This design comes from an exercise in tuning for small area on the open sky130 flow, not from production work.
In this exercise RTL edits were held to simulation tests only and were not proved equivalent to the original.
Power and IR drop assume default switching activity.

==> inputs of build 78 <==
// proj9_top
module proj9_top(
	input wire  SCLK,
	input wire  MOSI,
	input wire  CSN,
	input wire  rst_n,
	output wire MISO,
	output wire MISO_enable
);
clock: 10.0 ns
lec_check: 0
cap_margin: 5
core_margin: 2
core_utilization: 75
slew_margin: 5
standard.sh (not shown) runs the stock make flow with config.mk's settings and CLKGATE_MAP_FILE= SYNTH_SCRIPT=/design/flow/synth_recipe.tcl, a recipe that flattens the netlist after the stock synthesis.
==> flow/flow/run.sh <==
#!/bin/bash
# Own layout flow: the standard ORFS flow (standard.sh) with three changes:
#  - synthesis maps the combinational logic with ABC's area-oriented default
#    mapping (flow/abc_map.script) instead of ORFS's delay-oriented script;
#    registers are mapped exactly as in the standard synthesis;
#  - clock tree synthesis inserts no dummy loads;
#  - the port buffers are buf_2 cells.
# ORFS writes each step's full log under orfs/logs/; make's output for each
# phase goes to logs/ here.
set -euo pipefail
W=$PWD
mkdir -p "$W/logs"
rm -rf "$W/scripts_mod"
cp -r "$FLOW_HOME/scripts" "$W/scripts_mod"
cp "$W/flow/abc_map.script" "$W/scripts_mod/abc_speed.script"
bash standard.sh SCRIPTS_DIR="$W/scripts_mod" synth > "$W/logs/synth.log" 2>&1
export CTS_ARGS="-sink_clustering_enable -repair_clock_nets -sink_clustering_size 20 -sink_clustering_max_diameter 45 -buf_list sky130_fd_sc_hd__clkbuf_8 -dont_use_dummy_load"
export BUFFER_PORTS_ARGS="-buffer_cell sky130_fd_sc_hd__buf_2"
export RECOVER_POWER=100
bash standard.sh finish > "$W/logs/finish.log" 2>&1
==> flow/flow/abc_map.script <==
strash
&get -n
&fraig -x
&put
scorr
dc2
strash
&get -n
&dch -f
&nf -R 1000
&put
==> inputs of trial 17, as changes to build 78 <==
==> flow/flow/run.sh (replaced) <==
#!/bin/bash
# Own layout flow: the standard ORFS flow (standard.sh) with two changes:
#  - synthesis maps the combinational logic with ABC's area-oriented default
#    mapping (flow/abc_map.script) instead of ORFS's delay-oriented script;
#    registers are mapped exactly as in the standard synthesis;
#  - clock tree synthesis inserts no dummy loads.
# ORFS writes each step's full log under orfs/logs/; make's output for each
# phase goes to logs/ here.
set -euo pipefail
W=$PWD
mkdir -p "$W/logs"
rm -rf "$W/scripts_mod"
cp -r "$FLOW_HOME/scripts" "$W/scripts_mod"
cp "$W/flow/abc_map.script" "$W/scripts_mod/abc_speed.script"
bash standard.sh SCRIPTS_DIR="$W/scripts_mod" synth > "$W/logs/synth.log" 2>&1
export CTS_ARGS="-sink_clustering_enable -repair_clock_nets -sink_clustering_size 20 -sink_clustering_max_diameter 45 -buf_list sky130_fd_sc_hd__clkbuf_8 -dont_use_dummy_load"
bash standard.sh finish > "$W/logs/finish.log" 2>&1
==> notes <==
- Trial 17 produced a clean layout. Build 78 finished but failed the layout checks on max-capacitance violations, max-slew violations.
- In build 78 the global-route usage is lower than in trial 17, by 0.30 points.
- Of build 78 and trial 17, build 78 has the higher clock skew (gap 6.8 ps).
- Of trial 17 and build 78, trial 17 has the higher wire length (gap about 1.2%, measured against build 78).
- In die area, trial 17 and build 78 do not differ.
- Synthesized area is the same in trial 17 and build 78.
- In clock power, build 78 and trial 17 hardly differ.
- In trial 17 the non-clock buffer count is higher than in build 78, by 9.
- In total power, build 78 and trial 17 hardly differ.
- Of build 78 and trial 17, build 78 has the higher register-to-register slack (gap 30 ps).
- In sequential power, build 78 and trial 17 hardly differ.
- In via count, build 78 and trial 17 hardly differ.

==> job 5238 <==
==> flow/design.v <==
`timescale 1ns / 1ps
module spi_interface(
	input wire	       SCLK,
	input wire	       MOSI,
	input wire	       CSN,
	input wire	       rst_n,
	input wire         tap_e,
	input wire         tap_o,
	output reg	       MISO,
	output reg	       MISO_enable,
	output wire [15:0] set_hi,
	output wire [15:0] clr_hi,
	output wire [15:0] sel_lo,
	output wire [7:0]  ra,
	output wire        rq
);
	reg [5:0]  pos;       
	reg        rw;        
	reg [7:0]  radr;      
	reg [3:0]  ph;        
	reg        done;      
	reg [3:0]  e;         
	reg [7:0]  wadr;      
	reg [6:0]  z;         
	reg        co;        
	reg [15:0] sr;        
	reg [3:0]  k;         
	reg        wact;      
	reg        cact;      
	wire start    = (pos == 6'd0 || pos == 6'd34) && !CSN;
	wire win_go   = rw && pos >= 6'd15 && pos <= 6'd30 && ph == 4'd0;
	wire rd_on    = !rw && pos >= 6'd14 && pos <= 6'd29;
	assign ra      = {radr[7:2], pos == 6'd7 ? MOSI : radr[1], pos == 6'd8 ? MOSI : radr[0]};
	assign rq      = e[3];
	wire ins_act = wact | win_go;
	wire ins_bit = sr[k];
	assign set_hi = (ins_act & ins_bit & done) ? (16'd1 << wadr[7:4]) : 16'd0;
	assign clr_hi = done ? (cact ? (16'd1 << wadr[7:4]) : 16'd0) : 16'hffff;
	assign sel_lo = done ? (16'd1 << wadr[3:0]) : 16'hffff;
	wire tap = ra[0] ? tap_o : tap_e;
	wire z0_in = (pos == 6'd7 ? tap_e : tap) & done;
	wire z1_in = (pos == 6'd8 && MOSI) ? co : z[0];
	wire rd_bit = e[2:0] == 3'd0 ? (tap & done) : z[e[2:0] - 3'd1];
	always @(posedge SCLK or negedge rst_n)
	begin
		if (rst_n == 1'b0) begin
			pos  <= 6'd0;
			ph   <= 4'd0;
			done <= 1'b0;
			wact <= 1'b0;
			cact <= 1'b0;
		end else begin
			if (start)
				pos <= 6'd1;
			else if (pos == 6'd0 || pos == 6'd34)
				pos <= 6'd0;
			else
				pos <= pos + 1'b1;
			ph <= ph + 1'b1;
			if (ph == 4'd13)
				done <= 1'b1;
			if (win_go)
				wact <= 1'b1;
			else if (ph == 4'd15)
				wact <= 1'b0;
			cact <= ins_act & !ins_bit;
		end
	end
	integer i;
	always @(posedge SCLK)
	begin
		if (start)
			rw <= MOSI;
		for (i = 0; i < 8; i = i + 1)
			if (pos == 6'd8 - i)
				radr[i] <= MOSI;
		if (pos == 6'd6)
			e <= ph;
		if (pos == 6'd14) begin
			k    <= ~ph;
			wadr <= radr;
		end
		sr <= {sr[14:0], MOSI};
		z  <= {z[5:1], z1_in, z0_in};
		co <= tap_o & done;
	end
	always @(negedge SCLK or negedge rst_n)
	begin
		if (rst_n == 1'b0) begin
			MISO        <= 1'b0;
			MISO_enable <= 1'b0;
		end else begin
			MISO_enable <= rd_on;
			MISO        <= rd_on && rd_bit;
		end
	end
endmodule  
`timescale 1ns / 1ps
module register_array(
    input wire clk,
    input wire [15:0] set_hi,     
    input wire [15:0] clr_hi,     
    input wire [15:0] sel_lo,
    input wire [7:0] ra,          
    input wire rq,                
    output wire tap_e,            
    output wire tap_o             
);
wire [7:0] rl = 8'd1 << {rq, ra[7:6]};
wire [63:0] grp;
genvar g;
generate
    for (g = 0; g < 256; g = g + 1) begin : row
        reg [15:0] ring;
        always @(posedge clk) begin
            ring[0]    <= ~(ring[15] | (set_hi[g / 16] & sel_lo[g % 16]));
            ring[1]    <= ~(ring[0]  | (clr_hi[g / 16] & sel_lo[g % 16]));
            ring[15:2] <= ring[14:1];
        end
    end
    for (g = 0; g < 64; g = g + 1) begin : grp_or
        assign grp[g] = (rl[0] & row[g      ].ring[7])  | (rl[1] & row[g +  64].ring[7])  |
                        (rl[2] & row[g + 128].ring[7])  | (rl[3] & row[g + 192].ring[7])  |
                        (rl[4] & row[g      ].ring[15]) | (rl[5] & row[g +  64].ring[15]) |
                        (rl[6] & row[g + 128].ring[15]) | (rl[7] & row[g + 192].ring[15]);
    end
endgenerate
wire [3:0] v = grp[ra[5:2] * 4 +: 4];
assign tap_e = ra[1] ? v[2] : v[0];
assign tap_o = ra[1] ? v[3] : v[1];
endmodule
`timescale 1 ns / 1 ps 
module rst_syn(
    input wire clk,
    input wire rst_n,
    output reg rst_n_syn
);
reg out1;
always @(posedge clk or negedge rst_n)
begin
    if(rst_n == 0) begin
        out1 <= 1'b0;
        rst_n_syn <= 1'b0;
    end else begin
        out1 <= 1'b1;
        rst_n_syn <= out1;
    end
end
endmodule
`timescale 1ns / 1ps
module proj9_top(
	input wire  SCLK,
	input wire  MOSI,
	input wire  CSN,
	input wire  rst_n,
	output wire MISO,
	output wire MISO_enable
);
   wire         rst_n_syn;
   wire [15:0]  set_hi;
   wire [15:0]  clr_hi;
   wire [15:0]  sel_lo;
   wire [7:0]   ra;
   wire         rq;
   wire         tap_e;
   wire         tap_o;
   spi_interface cmd_interface(
		.SCLK(SCLK),
		.MOSI(MOSI),
		.CSN(CSN),
		.rst_n(rst_n_syn),
		.tap_e(tap_e),
		.tap_o(tap_o),
		.MISO(MISO),
		.MISO_enable(MISO_enable),
		.set_hi(set_hi),
		.clr_hi(clr_hi),
		.sel_lo(sel_lo),
		.ra(ra),
		.rq(rq)
	);
   register_array regi_modu(
		.clk(SCLK),
		.set_hi(set_hi),
		.clr_hi(clr_hi),
		.sel_lo(sel_lo),
		.ra(ra),
		.rq(rq),
		.tap_e(tap_e),
		.tap_o(tap_o)
   );
   rst_syn reset_s(
		.clk(SCLK),
		.rst_n(rst_n),
		.rst_n_syn(rst_n_syn)
   );
endmodule  
==> flow/flow/run.sh <==
#!/bin/bash
# Own layout flow: the standard ORFS flow (standard.sh) with two changes:
#  - synthesis maps the combinational logic with ABC's area-oriented default
#    mapping (flow/abc_map.script) instead of ORFS's delay-oriented script;
#    registers are mapped exactly as in the standard synthesis;
#  - clock tree synthesis inserts no dummy loads.
# ORFS writes each step's full log under orfs/logs/; make's output for each
# phase goes to logs/ here.
set -euo pipefail
W=$PWD
mkdir -p "$W/logs"
rm -rf "$W/scripts_mod"
cp -r "$FLOW_HOME/scripts" "$W/scripts_mod"
cp "$W/flow/abc_map.script" "$W/scripts_mod/abc_speed.script"
bash standard.sh SCRIPTS_DIR="$W/scripts_mod" synth > "$W/logs/synth.log" 2>&1
export CTS_ARGS="-sink_clustering_enable -repair_clock_nets -sink_clustering_size 20 -sink_clustering_max_diameter 45 -buf_list sky130_fd_sc_hd__clkbuf_8 -dont_use_dummy_load"
bash standard.sh finish > "$W/logs/finish.log" 2>&1
==> flow/flow/abc_map.script <==
strash
&get -n
&fraig -x
&put
scorr
dc2
strash
&get -n
&dch -f
&nf -R 1000
&put
==> flow/standard.sh <==
#!/bin/bash
# synth_recipe.tcl (not shown) runs the flow's synth.tcl, then flattens the netlist and writes it again
# the make line also repeats each setting of config.mk as NAME=value (left out here)
make -C /OpenROAD-flow-scripts/flow DESIGN_CONFIG=/design/flow/config.mk WORK_HOME=/design/flow/orfs CLKGATE_MAP_FILE= SYNTH_SCRIPT=/design/flow/synth_recipe.tcl "${@:-finish}"
==> flow/config.mk <==
export PLATFORM = sky130hd
export DESIGN_NAME = proj9_top
export DESIGN_NICKNAME = proj9_top
export VERILOG_FILES = /design/flow/design.v
export SDC_FILE = /design/flow/constraint.sdc
export NUM_CORES = 8
export LEC_CHECK = 0
export CAP_MARGIN = 5
export CORE_MARGIN = 2
export CORE_UTILIZATION = 75
export GPL_TIMING_DRIVEN = 0
export SLEW_MARGIN = 5
==> flow/constraint.sdc <==
create_clock -name core_clock -period 10.0 [get_ports {SCLK}]
set_input_delay 2.0000 -clock core_clock [delete_from_list [all_inputs] [get_ports {SCLK}]]
set_output_delay 2.0000 -clock core_clock [all_outputs]
set_load 0.01 [all_outputs]
==> inputs of job 5661, as changes to job 5238 <==
==> flow/design.v, changed modules only <==
module spi_interface(
	input wire	       SCLK,
	input wire	       MOSI,
	input wire	       CSN,
	input wire	       rst_n,
	input wire         tap,
	output reg	       MISO,
	output reg	       MISO_enable,
	output wire        clr,
	output wire        ins_act,
	output wire        ins_bit,
	output reg [7:0]   wadr,
	output reg [7:0]   radr,
	output wire [1:0]  rq
);
	reg [5:0]  pos;       
	reg        rw;        
	reg [3:0]  ph;        
	reg        done;      
	reg [3:0]  e;         
	reg [3:0]  z;         
	reg [15:0] sr;        
	reg [3:0]  k;         
	reg        wact;      
	wire start    = (pos == 6'd0 || pos == 6'd34) && !CSN;
	wire in_data  = pos >= 6'd14 && pos <= 6'd29;    
	wire win_go   = rw && pos >= 6'd15 && pos <= 6'd30 && ph == 4'd0;
	assign clr     = !done;
	assign ins_act = wact | win_go;
	assign ins_bit = sr[k] & done;
	assign rq      = e[3:2];
	always @(posedge SCLK or negedge rst_n)
	begin
		if (rst_n == 1'b0) begin
			pos  <= 6'd0;
			ph   <= 4'd0;
			done <= 1'b0;
			wact <= 1'b0;
		end else begin
			if (start)
				pos <= 6'd1;
			else if (pos == 6'd0 || pos == 6'd34)
				pos <= 6'd0;
			else
				pos <= pos + 1'b1;
			ph <= ph + 1'b1;
			if (ph == 4'd13)
				done <= 1'b1;
			if (win_go)
				wact <= 1'b1;
			else if (ph == 4'd15)
				wact <= 1'b0;
		end
	end
	always @(posedge SCLK)
	begin
		if (start)
			rw <= MOSI;
		if (pos >= 6'd1 && pos <= 6'd8)
			radr <= {radr[6:0], MOSI};
		if (pos == 6'd9)
			e <= ph + 4'd3;
		if (pos == 6'd14) begin
			k    <= ~ph;
			wadr <= radr;
		end
		sr <= {sr[14:0], in_data ? MOSI : sr[15]};
		z  <= {z[2:0], tap & done};
	end
	always @(negedge SCLK or negedge rst_n)
	begin
		if (rst_n == 1'b0) begin
			MISO        <= 1'b0;
			MISO_enable <= 1'b0;
		end else begin
			MISO_enable <= !rw && pos >= 6'd14 && pos <= 6'd29;
			MISO        <= !rw && pos >= 6'd14 && pos <= 6'd29 && z[e[1:0]];
		end
	end
endmodule  
module register_array(
    input wire clk,
    input wire clr,           
    input wire ins_act,       
    input wire ins_bit,       
    input wire [7:0] wadr,
    input wire [7:0] radr,
    input wire [1:0] rq,      
    output wire tap
);
wire [4*256-1:0] taps;
genvar g;
generate
    for (g = 0; g < 256; g = g + 1) begin : row
        reg [15:0] ring;
        wire sel = clr | (ins_act && wadr == g);
        always @(posedge clk)
            ring <= {ring[14:0], sel ? ins_bit : ring[15]};
        assign taps[4*g +: 4] = {ring[12], ring[8], ring[4], ring[0]};
    end
endgenerate
assign tap = taps[{radr, rq}];
endmodule
module proj9_top(
	input wire  SCLK,
	input wire  MOSI,
	input wire  CSN,
	input wire  rst_n,
	output wire MISO,
	output wire MISO_enable
);
   wire         rst_n_syn;
   wire         clr;
   wire         ins_act;
   wire         ins_bit;
   wire [7:0]   wadr;
   wire [7:0]   radr;
   wire [1:0]   rq;
   wire         tap;
   spi_interface cmd_interface(
		.SCLK(SCLK),
		.MOSI(MOSI),
		.CSN(CSN),
		.rst_n(rst_n_syn),
		.tap(tap),
		.MISO(MISO),
		.MISO_enable(MISO_enable),
		.clr(clr),
		.ins_act(ins_act),
		.ins_bit(ins_bit),
		.wadr(wadr),
		.radr(radr),
		.rq(rq)
	);
   register_array regi_modu(
		.clk(SCLK),
		.clr(clr),
		.ins_act(ins_act),
		.ins_bit(ins_bit),
		.wadr(wadr),
		.radr(radr),
		.rq(rq),
		.tap(tap)
   );
   rst_syn reset_s(
		.clk(SCLK),
		.rst_n(rst_n),
		.rst_n_syn(rst_n_syn)
   );
endmodule  
==> flow/run.sh (new file) <==
#!/bin/bash
# synth_recipe.tcl (not shown) runs the flow's synth.tcl, then flattens the netlist and writes it again
# the make line also repeats each setting of config.mk as NAME=value (left out here)
make -C /OpenROAD-flow-scripts/flow DESIGN_CONFIG=/design/flow/config.mk WORK_HOME=/design/flow/orfs CLKGATE_MAP_FILE= SYNTH_SCRIPT=/design/flow/synth_recipe.tcl finish
--- a/flow/config.mk
+++ b/flow/config.mk
@@ -7,6 +7,5 @@
 export LEC_CHECK = 0
-export CAP_MARGIN = 5
+export CAP_MARGIN = 35
 export CORE_MARGIN = 2
-export CORE_UTILIZATION = 75
-export GPL_TIMING_DRIVEN = 0
-export SLEW_MARGIN = 5
+export CORE_UTILIZATION = 55
+export SLEW_MARGIN = 35
removed: flow/flow/run.sh
removed: flow/flow/abc_map.script
removed: flow/standard.sh
==> inputs of job 1917, as changes to job 5238 <==
--- a/flow/design.v
+++ b/flow/design.v
@@ -30,2 +30,3 @@
 	wire start    = (pos == 6'd0 || pos == 6'd34) && !CSN;
+	wire in_data  = pos >= 6'd14 && pos <= 6'd29;    
 	wire win_go   = rw && pos >= 6'd15 && pos <= 6'd30 && ph == 4'd0;
@@ -82,3 +83,3 @@
 		end
-		sr <= {sr[14:0], MOSI};
+		sr <= {sr[14:0], in_data ? MOSI : sr[15]};
 		z  <= {z[5:1], z1_in, z0_in};
==> flow/run.sh (new file) <==
#!/bin/bash
# synth_recipe.tcl (not shown) runs the flow's synth.tcl, then flattens the netlist and writes it again
# the make line also repeats each setting of config.mk as NAME=value (left out here)
make -C /OpenROAD-flow-scripts/flow DESIGN_CONFIG=/design/flow/config.mk WORK_HOME=/design/flow/orfs CLKGATE_MAP_FILE= SYNTH_SCRIPT=/design/flow/synth_recipe.tcl finish
--- a/flow/config.mk
+++ b/flow/config.mk
@@ -7,6 +7,9 @@
 export LEC_CHECK = 0
-export CAP_MARGIN = 5
+export CAP_MARGIN = 20
 export CORE_MARGIN = 2
-export CORE_UTILIZATION = 75
-export GPL_TIMING_DRIVEN = 0
-export SLEW_MARGIN = 5
+export CORE_UTILIZATION = 80
+export CTS_BUF_LIST = sky130_fd_sc_hd__clkbuf_8
+export CTS_CLUSTER_DIAMETER = 45
+export CTS_CLUSTER_SIZE = 20
+export PLACE_DENSITY = 0.85
+export SLEW_MARGIN = 20
removed: flow/flow/run.sh
removed: flow/flow/abc_map.script
removed: flow/standard.sh
==> qor summary <==
Outcome: job 5661 finished clean; job 5238 finished clean; job 1917 aborted with a tool error
Stage where the flow stopped: job 5661 -; job 5238 -; job 1917 4_1_cts
Per-cell via count in the routed design: job 5661 5.07; job 5238 5.32; job 1917 -
Worst slew margin relative to its limit: job 5661 21.3%; job 5238 6.40%; job 1917 -
Multi-input logic cell count: job 5661 1,705; job 5238 1,000; job 1917 -
Combinational logic power: job 5661 0.00181 W; job 5238 0.000439 W; job 1917 -
Area taken by multi-input logic gates: job 5661 0.0134 sq mm; job 5238 0.00661 sq mm; job 1917 -
Non-clk buf share: job 5661 0.821%; job 5238 2.16%; job 1917 -
Total routing resource utilization after global routing: job 5661 22.5%; job 5238 26.0%; job 1917 -
Placer's final routability congestion estimate: job 5661 0.766; job 5238 0.761; job 1917 0.933
Number of distinct library cells after synthesis: job 5661 64; job 5238 45; job 1917 78
Setup WS pre-CTS: job 5661 2.08 ns; job 5238 0.243 ns; job 1917 0.441 ns
Remaining antenna violation count after routing: job 5661 0; job 5238 0; job 1917 -
FF/Latch Area: job 5661 0.0836 sq mm; job 5238 0.0836 sq mm; job 1917 -
Synthesized netlist cell count: job 5661 6,121; job 5238 5,178; job 1917 5,487
Buffers & Inverters on Critical Path: job 5661 1; job 5238 4; job 1917 -
Area growth syn-to-layout: job 5661 15.7%; job 5238 8.62%; job 1917 -
